Context: an optimization exercise on an open-source flow, tuned for small area. The choices shown serve that exercise and are no tape-out recipe.
For this run, only the layout was checked, not whether the RTL still works.

--- run.sh ---
#!/bin/bash
# synth_recipe.tcl (not shown) runs the flow's synth.tcl, then flattens the netlist and writes it again
# the make line also repeats each setting of config.mk as NAME=value (left out here)
make -C /OpenROAD-flow-scripts/flow DESIGN_CONFIG=/design/flow/config.mk WORK_HOME=/design/flow/orfs CLKGATE_MAP_FILE= SYNTH_SCRIPT=/design/flow/synth_recipe.tcl finish
--- config.mk ---
export PLATFORM = sky130hd
export DESIGN_NAME = SRRC_filter
export DESIGN_NICKNAME = SRRC_filter
export VERILOG_FILES = /design/flow/design.v
export SDC_FILE = /design/flow/constraint.sdc
export NUM_CORES = 4
export LEC_CHECK = 0
export CAP_MARGIN = 20
export CORE_MARGIN = 2
export CORE_UTILIZATION = 40
export SLEW_MARGIN = 20
--- constraint.sdc ---
create_clock -name core_clock -period 10.0 [get_ports {clk}]
set_input_delay 2.0000 -clock core_clock [delete_from_list [all_inputs] [get_ports {clk}]]
set_output_delay 2.0000 -clock core_clock [all_outputs]
set_load 0.01 [all_outputs]
--- design.v ---
module tap(reset, clk, data_in, data_out, coef, sum_in, sum_out);
    input reset, clk;
    input signed [7:0] data_in;
    input signed [15:0] coef;
    input signed [23:0] sum_in;
    output reg signed [7:0] data_out;
    output reg signed [23:0] sum_out;
    always@(posedge clk) begin
        if(reset) begin
			  sum_out <= 0;
			  data_out <= 0;
        end else begin
			  data_out <= data_in;
			  sum_out <= sum_in + coef * data_in;
        end
    end
endmodule
module SRRC_filter (clk, reset, symb_in, symb_out);
	input clk, reset;
	input signed[7:0] symb_in;
	output reg signed[7:0] symb_out;
	wire signed [15:0] coeff [0:20];
	wire signed [23:0] sum [0:20];
	wire signed [7:0] buffer [0:20];
	wire signed [23:0] acc;
    integer i;
    tap tap0 (reset, clk, symb_in, buffer[0], coeff[0], 0, sum[0]);
    tap tap1 (reset, clk, symb_in, buffer[1], coeff[1], sum[0], sum[1]);
    tap tap2 (reset, clk, symb_in, buffer[2], coeff[2], sum[1], sum[2]);
    tap tap3 (reset, clk, symb_in, buffer[3], coeff[3], sum[2], sum[3]);
    tap tap4 (reset, clk, symb_in, buffer[4], coeff[4], sum[3], sum[4]);
    tap tap5 (reset, clk, symb_in, buffer[5], coeff[5], sum[4], sum[5]);
    tap tap6 (reset, clk, symb_in, buffer[6], coeff[6], sum[5], sum[6]);
    tap tap7 (reset, clk, symb_in, buffer[7], coeff[7], sum[6], sum[7]);
    tap tap8 (reset, clk, symb_in, buffer[8], coeff[8], sum[7], sum[8]);
    tap tap9 (reset, clk, symb_in, buffer[9], coeff[9], sum[8], sum[9]);
    tap tap10 (reset, clk, symb_in, buffer[10], coeff[10], sum[9], sum[10]);
    tap tap11 (reset, clk, symb_in, buffer[11], coeff[11], sum[10], sum[11]);
    tap tap12 (reset, clk, symb_in, buffer[12], coeff[12], sum[11], sum[12]);
    tap tap13 (reset, clk, symb_in, buffer[13], coeff[13], sum[12], sum[13]);
    tap tap14 (reset, clk, symb_in, buffer[14], coeff[14], sum[13], sum[14]);
    tap tap15 (reset, clk, symb_in, buffer[15], coeff[15], sum[14], sum[15]);
    tap tap16 (reset, clk, symb_in, buffer[16], coeff[16], sum[15], sum[16]);
    tap tap17 (reset, clk, symb_in, buffer[17], coeff[17], sum[16], sum[17]);
    tap tap18 (reset, clk, symb_in, buffer[18], coeff[18], sum[17], sum[18]);
    tap tap19 (reset, clk, symb_in, buffer[19], coeff[19], sum[18], sum[19]);
    tap tap20 (reset, clk, symb_in, buffer[20], coeff[20], sum[19], acc);
    always @(posedge clk) begin
        if (reset) begin
            symb_out <= 8'b0;
        end else begin
				symb_out <= acc[23:16];
        end
    end
	assign coeff[0] = -16'sd 171;
	assign coeff[1] = 16'sd 265;
	assign coeff[2] = 16'sd 453;
	assign coeff[3] = -16'sd 85;
	assign coeff[4] = -16'sd 1145;
	assign coeff[5] = -16'sd 1604;
	assign coeff[6] = -16'sd 2;
	assign coeff[7] = 16'sd 4318;
	assign coeff[8] = 16'sd 10364;
	assign coeff[9] = 16'sd 15720;
	assign coeff[10] = 16'sd 17862;
	assign coeff[11] = 16'sd 15720;
	assign coeff[12] = 16'sd 10364;
	assign coeff[13] = 16'sd 4318;
	assign coeff[14] = -16'sd 2;
	assign coeff[15] = -16'sd 1604;
	assign coeff[16] = -16'sd 1145;
	assign coeff[17] = -16'sd 85;
	assign coeff[18] = 16'sd 453;
	assign coeff[19] = 16'sd 265;
	assign coeff[20] = -16'sd 171;
endmodule
==> summary.md <==
| Metric | Value |
|---|---|
| Max Root-Sink Buffers | `3` |
| Worst endpoint required time | `10.53 ns` |
| Hold crit path type | `reg2reg` |
| Top Ports | `18` |
| Pre-CTS WS | `0.444 ns` |
| Clock sink count | `between 400 and 500` |
| Gr ovfl total | `0` |
| Slew Viols, Final | `0` |
| Drt drc | `0` |
| Area growth, synth to finish | `9.37%` |
| Clock skew | `0.0223 ns` |
| Root Buffer Master | `clkbuf_16` |
| CTS H-Tree Depth | `2` |
| Seq/Total Area, Yosys | `22.5%` |
| PostCTS Resize Cnt | `0` |
| # hold bufs at CTS | `0` |
| Most frequent cells in the layout | `ha_1 (763), nor2_1 (598), dfxtp_1 (489), inv_1 (468), a21oi_1 (332)` |
| DIE HEIGHT | `334 microns` |
| Outcome | `complete, no violations` |
| Worst-Skew Late Latency | `0.65 ns` |
| Setup_tns | `0 ns` |
| Drt wl/cell | `~19 microns` |
| CTS buffer count | `56` |
| Fmax | `between 100 and 150 MHz` |
| Top FF cell, synth | `dfxtp_1` |
| Initial Util | `40.2%` |
| Postcts setup bufs | `0` |
| Vias in the first global route | `33513` |
| DR iter-0 viols | `2355` |
| Slew HR | `between 20% and 30%` |
| RD Place Congestion | `0.947` |
| Yosys cell types | `between 80 and 90` |
| Initial antenna violation count | `3` |
| Row cnt | `121` |
| Final setup fails | `0` |
| Post-placement cell area | `roughly 46000 sq um` |
| CTS tree | `built` |
| ANT nets after route | `0` |
| Design area | `about 48000 sq um` |
| Die width | `334 microns` |
| Commonest non-fill, non-tap cell in the layout | `ha_1` |
| Crit start category | `input port` |
| Core area | `108000 sq um` |
| Critical Path End Type | `register` |
| Number of synthesized register bits | `489` |
| RSZ-0062 raised after global routing | `false` |
| Maximum fanout along the worst path | `9` |
| Drt first pass iters | `6` |
| Async SR Flop Fraction | `0%` |
| Syn nets | `around 6000` |
| Vias per cell | `5.36` |
| Global-route wire length before repair | `192 mm` |
| CTS clk-pin slew, worst paths | `0.06 ns` |
| Pin count of the biggest net entering global routing | `173` |
| Setup CP Type | `in2reg` |
| Min cycle time layout | `8.95 ns` |
| EDFF count, synth | `0` |
| Layout Nets | `6007` |
| Avg Synthesized Cell Area | `approximately 8.7 sq um` |
| Antenna Cells | `0` |
| Post-DP HPWL | `103 mm` |
| Worst slew pin tran | `1.06 ns` |
| # fillers | `10791` |
| Post-Syn Area | `about 44000 sq um` |
| Final Cycle Share | `~89%` |
| Die area | `112000 sq um` |
| Port buffer count | `17` |
| Routed vias | `34880` |
| Setup slack after layout | `approximately 1.1 ns` |
| Total Routing Usage GR | `22.2%` |
| Post-synthesis cell count | `4995` |
| Worst hold slack | `between 0.4 and 0.5 ns` |
| Final hold violations | `0` |
| Warnings from Yosys | `2` |
| Final WL | `126 mm` |
| Max cap viols | `0` |
| CP arrival | `~9.5 ns` |
| Share of cells above drive strength 1 | `4.08%` |
[metal layers]
| metal | global-route usage [%] | vias up | wire length, microns |
|---|---|---|---|
| li1 | - | 17571 | - |
| met1 | 29.6 | 16384 | 58100 |
| met2 | 36.7 | 744 | 57400 |
| met3 | 2.91 | 181 | 5800 |
| met4 | 7.88 | 0 | 4660 |
| met5 | 0 | - | 0 |
[path summary, 6_finish.rpt]
check	startpoint	depth (start not counted)	to	slack, ns
max	symb_in[3]	25	tap13.sum_out[22]$_SDFF_PP0_	1.05
min	tap10.sum_out[0]$_SDFF_PP0_	1	tap11.sum_out[0]$_SDFF_PP0_	0.43
max reg2reg	tap5.sum_out[1]$_SDFF_PP0_	11	tap6.sum_out[23]$_SDFF_PP0_	6.53
min reg2reg	tap10.sum_out[0]$_SDFF_PP0_	1	tap11.sum_out[0]$_SDFF_PP0_	0.43
[logic make-up (layout without fill, tap and decap cells)]
group                    count (synthesis)  in the layout  synth area share (%)
XOR/XNOR                               459            459                  9.39
multiplexers                            21             21                 0.514
adder cells (fa/ha/maj)                946            946                  30.3
buffers and inverters                  538            637                  4.64
AND/OR/NAND/NOR                       1390           1390                  15.4
AO/OA/AOI/OAI                         1152           1152                  17.3
flip-flops                             489            489                  22.5
[through the flow]
step                utilization [%]  std cells
floorplan                         -       4995
detailed placement             42.1       6407
global route                   43.9       6508
finish                         43.9       6508
CTS                            43.9       6508
global placement               42.1       6407
[final cells by class]
| type | count | area, sq um | area share [%] |
|---|---|---|---|
| clock inverter | 30 | 483 | 1.01 |
| multi-input combinational | 3968 | 31800 | 66.7 |
| inverter | 468 | 1760 | 3.69 |
| timing repair buffer | 68 | 561 | 1.18 |
| clock buffer | 71 | 1530 | 3.21 |
| sequential | 489 | 9790 | 20.5 |
| tap | 1414 | 1770 | 3.71 |
[Yosys cell counts, types with 24 or more instances]
library cell	number	area, sq um
ha_1	764	9560
fa_1	182	3640
and3_1	38	238
and2_1	24	150
nor3b_1	24	180
dfxtp_1	489	9790
o211ai_1	40	300
or3_1	35	219
inv_1	468	1760
o21a_1	66	495
a21oi_1	332	1660
a211oi_1	56	420
xnor2_1	264	2310
xor2_1	190	1660
nand2_1	159	597
a21o_1	159	1190
o21bai_1	54	405
nand3_1	65	325
nor2_1	598	2240
nand2b_1	68	425
o21ai_0	202	1010
clkbuf_1	60	225
a31oi_1	49	307
nand4_1	24	150
nor3_1	125	626
nor2b_1	147	920
[critical path, cell delays in order]
cell             delay, ns
clkdlybuf4s50_1       0.84
inv_1                 0.22
ha_1                  0.67
ha_1                  0.33
inv_1                 0.08
fa_1                  0.45
fa_1                  0.50
inv_1                 0.04
ha_1                  0.32
o21ai_0               0.20
o21bai_1              0.12
a21oi_1               0.34
o21bai_1              0.15
a21oi_1               0.36
xnor2_1               0.20
ha_1                  0.43
and3_1                0.23
a2111oi_2             0.07
nor4b_1               0.27
nor3b_1               0.30
nor2_2                0.12
o31ai_2               0.31
o31a_1                0.20
mux2_1                0.31
or3_1                 0.37

-- port drivers added, routing unchanged --
In the flow no input, the clock included, has a driving cell. The finished layout below was timed again as built, in two steps.
Step 1 sets driving cells, clkbuf_16 on the clock port and buf_2 on the other inputs (assumed; they add their load-dependent delay and slew).
Step 2 also shifts input and output timing later by t, the mid clock arrival at the registers, as if the neighbouring blocks saw the same clock.
Three values: ideal, step 1, step 2; two values: the first two.
t (ns): 0.716
setup slack, ns: 1.051 / 1.099 / 0.384
worst setup path after step 2: input to register
slew at the worst register clock pin (ns): 0.07 / 0.07
After both steps setup and hold are still met in this run. The setup slack of this run moves by +0.048 ns with the drivers and by -0.667 ns with both steps.
